What follows belongs to an exercise in optimizing a design on an open flow for small area, a short achievable clock period and few clock cycles; a production flow would make more cautious choices.

==> 01-23: inputs <==
==> flow/design.v <==
module sign_extend(
	input [15:0] imm,
	output [31:0] ext
);
assign ext = {{16{imm[15]}}, imm};
endmodule
module reg_file(
	input clk,
	input [31:0] r0_sel,
	input [31:0] r1_sel,
	input [31:0] r2_sel,
	input [4:0] r3_addr,
	input [31:0] r3_din,
	input r3_wr,
	output reg [5:0] r0_dout,
	output reg [31:0] r1_dout,
	output reg [31:0] r2_dout
);
reg [31:0] rf [0:31];
integer i;
always @(posedge clk)
	if (r3_wr)
		rf[r3_addr] <= r3_din;
always @(*) begin
	r0_dout = 6'd0;
	r1_dout = 32'd0;
	r2_dout = 32'd0;
	for (i = 0; i < 32; i = i + 1) begin
		r0_dout = r0_dout | ({6{r0_sel[i]}} & rf[i][5:0]);
		r1_dout = r1_dout | ({32{r1_sel[i]}} & rf[i]);
		r2_dout = r2_dout | ({32{r2_sel[i]}} & rf[i]);
	end
end
endmodule
module alu(
	input [31:0] alu_a,
	input [31:0] alu_b,
	output [31:0] alu_out,
	output gtz
);
assign alu_out = alu_a + alu_b;
wire zero = ((alu_a ^ alu_b) == {alu_a[30:0] | alu_b[30:0], 1'b0});
assign gtz = ~alu_out[31] & ~zero;
endmodule
module pc(
	input [31:0] word,
	input [5:0] wpc,
	output redir,
	output [5:0] tgt
);
wire is_j = word[31:26] == 6'b000010;
wire is_b = word[31:26] == 6'b000111;
assign redir = is_j | (is_b & word[15]);
assign tgt = is_j ? word[5:0] : wpc + word[5:0] + 6'd1;
endmodule
module cu(
	input [5:0] op,
	output is_add,    
	output is_addi,
	output is_lw,
	output is_sw,
	output is_bgtz
);
assign is_addi = op == 6'b001000;
assign is_add = (op == 6'b000000) | is_addi;
assign is_lw = op == 6'b100011;
assign is_sw = op == 6'b101011;
assign is_bgtz = op == 6'b000111;
endmodule
module top(
	input clk, rst_n,
	output [5:0] mem_raddr,
	input [31:0] mem_rdata,
	output mem_we,
	output [5:0] mem_waddr,
	output [31:0] mem_wdata
);
localparam NB = 4;               
reg [5:0]  raddr_q;      
reg        ra_fetch;     
reg [5:0]  npc;          
reg        fvalid;       
reg [5:0]  fpc;          
reg        fhit;         
reg [NB-1:0] bv;
reg [NB-1:0] bj;         
reg [5:0]  btag [0:NB-1];
reg [5:0]  btgt [0:NB-1];
reg [1:0]  brr;          
reg        svalid;
reg [31:0] sk_word;
reg [5:0]  spc;
reg        sredir;
reg        dvalid;
reg [31:0] ir;
reg [31:0] dsel_a, dsel_b;
reg        fa_q, fb_q;   
reg [5:0]  d_e6;         
reg [31:0] rv;           
reg [5:0]  dpc;
reg        dredir;       
reg        dpend;        
reg [5:0]  dtgt;         
reg        evalid;
reg        e_add, e_lw, e_sw, e_bgtz, e_j, e_pred;
reg [31:0] e_a, e_b;
reg [5:0]  e_maddr;
reg [4:0]  e_dest;
reg [5:0]  e_pc, e_tgt;
reg        we_q;         
reg        lwb;          
reg        kill;         
integer i;
wire       f_redir;
wire [5:0] f_tgt;
pc pd(.word(mem_rdata), .wpc(fpc), .redir(f_redir), .tgt(f_tgt));
wire       s_redir_unused;
wire [5:0] s_tgt;
pc pds(.word(sk_word), .wpc(spc), .redir(s_redir_unused), .tgt(s_tgt));
wire f_isb = mem_rdata[31:26] == 6'b000111;
wire [31:0] sum;
wire        gtz;
alu alu_1(.alu_a(e_a), .alu_b(e_b), .alu_out(sum), .gtz(gtz));
wire e_go = evalid & ~kill;
wire e_lw0 = e_go & e_lw;           
wire        rf_we = (e_go & e_add) | lwb;
wire [31:0] rf_wd = lwb ? mem_rdata : sum;
wire d_add, d_addi, d_lw, d_sw, d_bgtz;
cu dec(.op(ir[31:26]), .is_add(d_add), .is_addi(d_addi), .is_lw(d_lw),
       .is_sw(d_sw), .is_bgtz(d_bgtz));
wire d_j = ir[31:26] == 6'b000010;
wire [4:0] rs = ir[25:21];
wire [4:0] rt = ir[20:16];
wire [31:0] r1, r2;
wire [5:0]  r0;
wire [31:0] nsel_a, nsel_b;      
reg_file register(
	.clk(clk),
	.r0_sel(nsel_a), .r0_dout(r0),
	.r1_sel(dsel_a), .r2_sel(dsel_b),
	.r3_addr(e_dest), .r3_din(rf_wd), .r3_wr(rf_we),
	.r1_dout(r1), .r2_dout(r2)
);
wire [31:0] simm;
sign_extend se(.imm(ir[15:0]), .ext(simm));
wire fwd_a = fa_q;
wire fwd_b = fb_q;
wire [31:0] opa = fwd_a ? rf_wd : r1;
wire [31:0] opb = d_addi ? simm : fwd_b ? rf_wd : r2;
wire [5:0]  maddr_f = sum[5:0] + ir[5:0];
wire [5:0]  maddr_r = d_e6 + ir[5:0];
wire [5:0]  maddr = fwd_a ? maddr_f : maddr_r;
wire dlive = dvalid & ~kill;
wire d_replay = dlive & (d_lw | d_sw) & fwd_a & lwb;
wire dfire = dlive & ~e_lw0 & ~d_replay;
wire flive = fvalid & ~kill;
wire [5:0] e_maddr_m1 = e_maddr - 6'd1;
wire sw_hit = (dvalid & (dpc == e_maddr | dpc == e_maddr_m1)) |
              (svalid & (spc == e_maddr | spc == e_maddr_m1)) |
              (fvalid & (fpc == e_maddr | fpc == e_maddr_m1)) |
              (ra_fetch & (raddr_q == e_maddr | raddr_q == e_maddr_m1)) |
              (e_pc == e_maddr_m1);
wire e_mis = e_go & ((e_bgtz & (gtz ^ e_pred)) | (e_sw & sw_hit));
wire [5:0] e_alt = (e_pred | e_sw) ? e_pc + 6'd1 : e_tgt;
wire [5:0] ra1 = raddr_q + 6'd1;
reg [NB-1:0] bhit, jhit;
reg [5:0]    bsel, jsel;
always @(*) begin
	bsel = 6'd0;
	jsel = 6'd0;
	for (i = 0; i < NB; i = i + 1) begin
		bhit[i] = bv[i] & (btag[i] == raddr_q);
		jhit[i] = bv[i] & bj[i] & (btag[i] == ra1);
		bsel = bsel | ({6{bhit[i]}} & btgt[i]);
		jsel = jsel | ({6{jhit[i]}} & btgt[i]);
	end
end
wire bpred = ra_fetch & (|bhit);
wire [5:0] succ = !ra_fetch ? npc : bpred ? bsel : (|jhit) ? jsel : ra1;
wire req_lw = dfire & d_lw;
wire req_d  = dlive & dpend;
wire req_f  = flive & f_redir & ~fhit;
wire take_d = ~req_lw & req_d;                  
wire take_f = ~req_lw & ~req_d & req_f;
wire [5:0] seq_addr = take_d ? dtgt : take_f ? f_tgt : succ;
wire [5:0] ra_next = req_lw ? maddr : seq_addr;
reg [NB-1:0] bm_pc, bm_st;
always @(*)
	for (i = 0; i < NB; i = i + 1) begin
		bm_pc[i] = bv[i] & (btag[i] == e_pc);
		bm_st[i] = bv[i] & (btag[i] == e_maddr);
	end
wire b_ins = e_go & (e_j | (e_bgtz & gtz));
wire b_del = e_go & e_bgtz & ~gtz;
wire b_any = |bm_pc;
wire d_accept = ~dvalid | dfire;
wire [31:0] d_word = svalid ? sk_word : mem_rdata;    
wire [4:0] d_dest = (ir[31:26] == 6'b000000) ? ir[15:11] : rt;
wire [4:0] dest_next = dfire ? d_dest : e_dest;
wire       we_next = (dfire & d_add) | e_lw0;     
wire [4:0] rs_next = d_accept ? d_word[25:21] : rs;
wire [4:0] rt_next = d_accept ? d_word[20:16] : rt;
wire [31:0] rv_next = rv | ({31'd0, rf_we} << e_dest);
assign nsel_a = (32'd1 << rs_next) & rv_next;
assign nsel_b = (32'd1 << rt_next) & rv_next;
wire [5:0] base_next = (rf_we && e_dest == rs_next) ? rf_wd[5:0] : r0;
wire f_keep = flive & ~take_d;                  
wire f_pt = f_redir | (fhit & f_isb);           
always @(posedge clk or negedge rst_n)
	if (!rst_n) begin
		rv <= 32'd0;
		ra_fetch <= 1'b1;
		npc <= 6'd0;
		fvalid <= 1'b0;
		fhit <= 1'b0;
		svalid <= 1'b0;
		dvalid <= 1'b0;
		dpend <= 1'b0;
		evalid <= 1'b0;
		we_q <= 1'b0;
		lwb <= 1'b0;
		kill <= 1'b0;
		bv <= {NB{1'b0}};
		brr <= 2'd0;
	end else begin
		kill <= e_mis | d_replay;
		lwb <= e_lw0;
		we_q <= dfire & d_sw & ~e_mis;
		evalid <= dfire;
		rv <= rv_next;
		if (req_lw)
			npc <= succ;
		ra_fetch <= e_mis | ~req_lw;
		fvalid <= ra_fetch & ~take_d & ~take_f;
		fhit <= bpred;
		if (kill) begin
			dvalid <= 1'b0;
			svalid <= 1'b0;
			dpend <= 1'b0;
		end else if (d_accept) begin
			if (svalid) begin
				dvalid <= ~take_d;
				dpend <= 1'b0;
				svalid <= f_keep;
			end else begin
				dvalid <= f_keep;
				dpend <= f_keep & req_f & req_lw;
			end
		end else begin
			if (take_d)
				dpend <= 1'b0;
			svalid <= f_keep;
		end
		if (we_q)
			bv <= bv & ~bm_st;
		else if (b_del)
			bv <= bv & ~bm_pc;
		else if (b_ins) begin
			if (!b_any) begin
				bv[brr] <= 1'b1;
				brr <= brr + 2'd1;
			end
		end
	end
always @(posedge clk)
	if (b_ins && !b_any) begin
		btag[brr] <= e_pc;
		btgt[brr] <= e_tgt;
		bj[brr] <= e_j;
	end
always @(posedge clk)
	raddr_q <= !rst_n ? 6'd0 : e_mis ? e_alt : d_replay ? dpc : ra_next;
always @(posedge clk) begin
	fpc <= raddr_q;
	e_pc <= dpc;
	e_tgt <= dtgt;
	e_a <= opa;
	e_b <= opb;
	e_maddr <= maddr;
	e_add <= d_add;
	e_lw <= d_lw;
	e_sw <= d_sw;
	e_bgtz <= d_bgtz;
	e_j <= d_j;
	e_pred <= dredir;
	if (dfire)
		e_dest <= d_dest;
	dsel_a <= nsel_a;
	dsel_b <= nsel_b;
	d_e6 <= base_next;
	fa_q <= we_next & (dest_next == rs_next);
	fb_q <= we_next & (dest_next == rt_next);
	if (d_accept) begin
		if (svalid) begin
			ir <= sk_word;
			dpc <= spc;
			dredir <= sredir;
			dtgt <= s_tgt;
		end else begin
			ir <= mem_rdata;
			dpc <= fpc;
			dredir <= f_pt;
			dtgt <= f_tgt;
		end
	end
	if (svalid ? d_accept : ~d_accept) begin
		sk_word <= mem_rdata;
		spc <= fpc;
		sredir <= f_pt;
	end
end
assign mem_raddr = raddr_q;
assign mem_we = we_q;
assign mem_waddr = e_maddr;
assign mem_wdata = e_b;
endmodule
==> flow/flow/run.sh <==
#!/bin/bash
set -euo pipefail
bash standard.sh synth > synth.log 2>&1
bash standard.sh SETUP_SLACK_MARGIN=6.8 finish > layout.log 2>&1
==> flow/standard.sh <==
#!/bin/bash
# synth_recipe.tcl (not shown) runs the flow's synth.tcl, then flattens the netlist and writes it again
# the make line also repeats each setting of config.mk as NAME=value (left out here)
make -C /OpenROAD-flow-scripts/flow DESIGN_CONFIG=/design/flow/config.mk WORK_HOME=/design/flow/orfs CLKGATE_MAP_FILE= SYNTH_SCRIPT=/design/flow/synth_recipe.tcl "${@:-finish}"
==> flow/config.mk <==
export PLATFORM = sky130hd
export DESIGN_NAME = top
export DESIGN_NICKNAME = top
export VERILOG_FILES = /design/flow/design.v
export SDC_FILE = /design/flow/constraint.sdc
export NUM_CORES = 8
export LEC_CHECK = 0
export ABC_CLOCK_PERIOD_IN_PS = 3000
export CAP_MARGIN = 20
export CORE_MARGIN = 2
export CORE_UTILIZATION = 25
export PLACE_DENSITY = 0.45
export SETUP_SLACK_MARGIN = 5
export SLEW_MARGIN = 20
==> flow/constraint.sdc <==
create_clock -name core_clock -period 10.0 [get_ports {clk}]
set_input_delay 2.0000 -clock core_clock [delete_from_list [all_inputs] [get_ports {clk}]]
set_output_delay 2.0000 -clock core_clock [all_outputs]
set_load 0.01 [all_outputs]
==> 11-21: changes against 01-23 <==
==> flow/design.v (replaced) <==
module sign_extend(
	input [15:0] imm,
	output [31:0] ext
);
assign ext = {{16{imm[15]}}, imm};
endmodule
module reg_file(
	input clk,
	input rst_n,
	input [4:0] r1_addr,
	input [4:0] r2_addr,
	input [4:0] r3_addr,
	input [31:0] r3_din,
	input r3_wr,
	output [31:0] r1_dout,
	output [31:0] r2_dout
);
reg [31:0] rf [0:31];
reg [31:0] rv;
always @(posedge clk)
	if (r3_wr)
		rf[r3_addr] <= r3_din;
always @(posedge clk or negedge rst_n)
	if (!rst_n)
		rv <= 32'd0;
	else if (r3_wr)
		rv[r3_addr] <= 1'b1;
assign r1_dout = rv[r1_addr] ? rf[r1_addr] : 32'd0;
assign r2_dout = rv[r2_addr] ? rf[r2_addr] : 32'd0;
endmodule
module alu(
	input [31:0] alu_a,
	input [31:0] alu_b,
	output [31:0] alu_out,
	output gtz
);
assign alu_out = alu_a + alu_b;
assign gtz = !alu_out[31] && (alu_out != 32'd0);
endmodule
module pc(
	input [31:0] word,
	input [5:0] wpc,
	output redir,
	output [5:0] tgt
);
wire is_j = word[31:26] == 6'b000010;
wire is_b = word[31:26] == 6'b000111;
assign redir = is_j | (is_b & word[15]);
assign tgt = is_j ? word[5:0] : wpc + word[5:0] + 6'd1;
endmodule
module cu(
	input [5:0] op,
	output is_add,    
	output is_addi,
	output is_lw,
	output is_sw,
	output is_bgtz
);
assign is_addi = op == 6'b001000;
assign is_add = (op == 6'b000000) | is_addi;
assign is_lw = op == 6'b100011;
assign is_sw = op == 6'b101011;
assign is_bgtz = op == 6'b000111;
endmodule
module top(
	input clk, rst_n,
	output [5:0] mem_raddr,
	input [31:0] mem_rdata,
	output mem_we,
	output [5:0] mem_waddr,
	output [31:0] mem_wdata
);
reg [5:0]  raddr_q;      
reg        ra_fetch;     
reg [5:0]  npc;          
reg        fvalid;       
reg [5:0]  fpc;          
reg        svalid;
reg [31:0] sk_word;
reg [5:0]  spc;
reg        sredir;
reg [5:0]  stgt;
reg        dvalid;
reg [31:0] ir;
reg [5:0]  dpc;
reg        dredir;       
reg        dpend;        
reg [5:0]  dtgt;
reg        evalid;
reg        e_add, e_lw, e_sw, e_bgtz, e_pred;
reg [31:0] e_a, e_b;
reg [5:0]  e_maddr;
reg [4:0]  e_dest;
reg [5:0]  e_alt;        
reg        we_q;         
reg        lwb;          
reg        kill;         
wire       f_redir;
wire [5:0] f_tgt;
pc pd(.word(mem_rdata), .wpc(fpc), .redir(f_redir), .tgt(f_tgt));
wire [31:0] sum;
wire        gtz;
alu alu_1(.alu_a(e_a), .alu_b(e_b), .alu_out(sum), .gtz(gtz));
wire e_go = evalid & ~kill;
wire e_lw0 = e_go & e_lw;           
wire        rf_we = (e_go & e_add) | lwb;
wire [31:0] rf_wd = lwb ? mem_rdata : sum;
wire d_add, d_addi, d_lw, d_sw, d_bgtz;
cu dec(.op(ir[31:26]), .is_add(d_add), .is_addi(d_addi), .is_lw(d_lw),
       .is_sw(d_sw), .is_bgtz(d_bgtz));
wire [4:0] rs = ir[25:21];
wire [4:0] rt = ir[20:16];
wire [31:0] r1, r2;
reg_file register(
	.clk(clk), .rst_n(rst_n),
	.r1_addr(rs), .r2_addr(rt),
	.r3_addr(e_dest), .r3_din(rf_wd), .r3_wr(rf_we),
	.r1_dout(r1), .r2_dout(r2)
);
wire [31:0] simm;
sign_extend se(.imm(ir[15:0]), .ext(simm));
wire [31:0] opa = (rf_we && e_dest == rs) ? rf_wd : r1;
wire [31:0] opb_r = (rf_we && e_dest == rt) ? rf_wd : r2;
wire [31:0] opb = d_addi ? simm : opb_r;
wire [5:0]  maddr = opa[5:0] + ir[5:0];
wire dlive = dvalid & ~kill;
wire dfire = dlive & ~e_lw0;
wire flive = fvalid & ~kill;
wire sw_hit = (dvalid & (dpc == e_maddr)) | (svalid & (spc == e_maddr)) |
              (fvalid & (fpc == e_maddr)) | (ra_fetch & (raddr_q == e_maddr));
wire e_mis = e_go & ((e_bgtz & (gtz ^ e_pred)) | (e_sw & sw_hit));
wire req_lw = dfire & d_lw;
wire req_d  = dlive & dpend;
wire req_f  = flive & f_redir;
wire take_d = ~req_lw & req_d;                  
wire take_f = ~req_lw & ~req_d & req_f;
wire [5:0] seq_addr = take_d ? dtgt : take_f ? f_tgt : npc;
wire d_accept = ~dvalid | dfire;
wire f_keep = flive & ~take_d;                  
always @(posedge clk or negedge rst_n)
	if (!rst_n) begin
		raddr_q <= 6'd0;
		ra_fetch <= 1'b1;
		npc <= 6'd1;
		fvalid <= 1'b0;
		svalid <= 1'b0;
		dvalid <= 1'b0;
		dpend <= 1'b0;
		evalid <= 1'b0;
		we_q <= 1'b0;
		lwb <= 1'b0;
		kill <= 1'b0;
	end else begin
		kill <= e_mis;
		lwb <= e_lw0;
		we_q <= dfire & d_sw & ~e_mis;
		evalid <= dfire;
		if (e_mis) begin
			raddr_q <= e_alt;
			npc <= e_alt + 6'd1;
			ra_fetch <= 1'b1;
		end else if (req_lw) begin
			raddr_q <= maddr;
			ra_fetch <= 1'b0;
		end else begin
			raddr_q <= seq_addr;
			npc <= seq_addr + 6'd1;
			ra_fetch <= 1'b1;
		end
		fvalid <= ra_fetch & ~take_d & ~take_f;
		if (kill) begin
			dvalid <= 1'b0;
			svalid <= 1'b0;
			dpend <= 1'b0;
		end else if (d_accept) begin
			if (svalid) begin
				dvalid <= ~take_d;
				dpend <= 1'b0;
				svalid <= f_keep;
			end else begin
				dvalid <= f_keep;
				dpend <= f_keep & req_f & req_lw;
			end
		end else begin
			if (take_d)
				dpend <= 1'b0;
			svalid <= f_keep;
		end
	end
always @(posedge clk) begin
	fpc <= raddr_q;
	e_alt <= (dredir | d_sw) ? dpc + 6'd1 : dtgt;
	e_a <= opa;
	e_b <= opb;
	e_maddr <= maddr;
	e_add <= d_add;
	e_lw <= d_lw;
	e_sw <= d_sw;
	e_bgtz <= d_bgtz;
	e_pred <= dredir;
	if (dfire)
		e_dest <= (ir[31:26] == 6'b000000) ? ir[15:11] : rt;
	if (d_accept) begin
		if (svalid) begin
			ir <= sk_word;
			dpc <= spc;
			dredir <= sredir;
			dtgt <= stgt;
		end else begin
			ir <= mem_rdata;
			dpc <= fpc;
			dredir <= f_redir;
			dtgt <= f_tgt;
		end
	end
	if (svalid ? d_accept : ~d_accept) begin
		sk_word <= mem_rdata;
		spc <= fpc;
		sredir <= f_redir;
		stgt <= f_tgt;
	end
end
assign mem_raddr = raddr_q;
assign mem_we = we_q;
assign mem_waddr = e_maddr;
assign mem_wdata = e_b;
endmodule
==> flow/run.sh (new file) <==
#!/bin/bash
# synth_recipe.tcl (not shown) runs the flow's synth.tcl, then flattens the netlist and writes it again
# the make line also repeats each setting of config.mk as NAME=value (left out here)
make -C /OpenROAD-flow-scripts/flow DESIGN_CONFIG=/design/flow/config.mk WORK_HOME=/design/flow/orfs CLKGATE_MAP_FILE= SYNTH_SCRIPT=/design/flow/synth_recipe.tcl finish
- ABC_CLOCK_PERIOD_IN_PS: 3000 -> unset
- SETUP_SLACK_MARGIN: 5 -> unset
removed: flow/flow/run.sh
removed: flow/standard.sh
==> notes.md <==
- 11-21 passed the timing, design-rule and antenna checks. 01-23 finished with timing, DRC and antenna clean.
- Synthesized cell count: 01-23 is larger than 11-21 (about 50%).
- Against 11-21, the flip-flop and latch count of 01-23 is higher by 122.
- Against 11-21, the final area of 01-23 is larger by about 17%.
- In 11-21 the clock skew is lower than in 01-23, by 0.048 ns.
- Of 11-21 and 01-23, 01-23 has the higher utilization (gap 3.1 points).
No functional check of the RTL was part of any run of this note.

## separate check: timing with driven ports
No port has a modelled driver above. Below, the same layouts with a new extraction and two added sets of constraints.
Step 1, drivers: a clkbuf_16 drives clk and a buf_2 each remaining input, both assumed.
Step 2 adds t to the input delays and takes it off the output delays; t is the mean of the earliest and latest rising clock arrival at the registers after step 1. Input paths then give back, and output paths get back, about the clock's delay inside the block.
a / b / c = no drivers / after step 1 / after step 2; a / b = the first two.
run | t, ns | setup slack, ns | worst setup path at the end | clock arrival spread, ns | slew at the worst register clock pin (ns)
01-23 | 0.917 | 6.344 / 6.344 / 5.522 | input to register | 0.087 / 0.086 | 0.07 / 0.07
11-21 | 0.871 | 4.682 / 4.682 / 4.565 | input to register | 0.033 / 0.033 | 0.06 / 0.06
After both steps every run listed still meets setup and hold. For 01-23, which loses most, drivers alone change the setup slack by 0.000 ns; drivers and shift together by -0.822 ns.
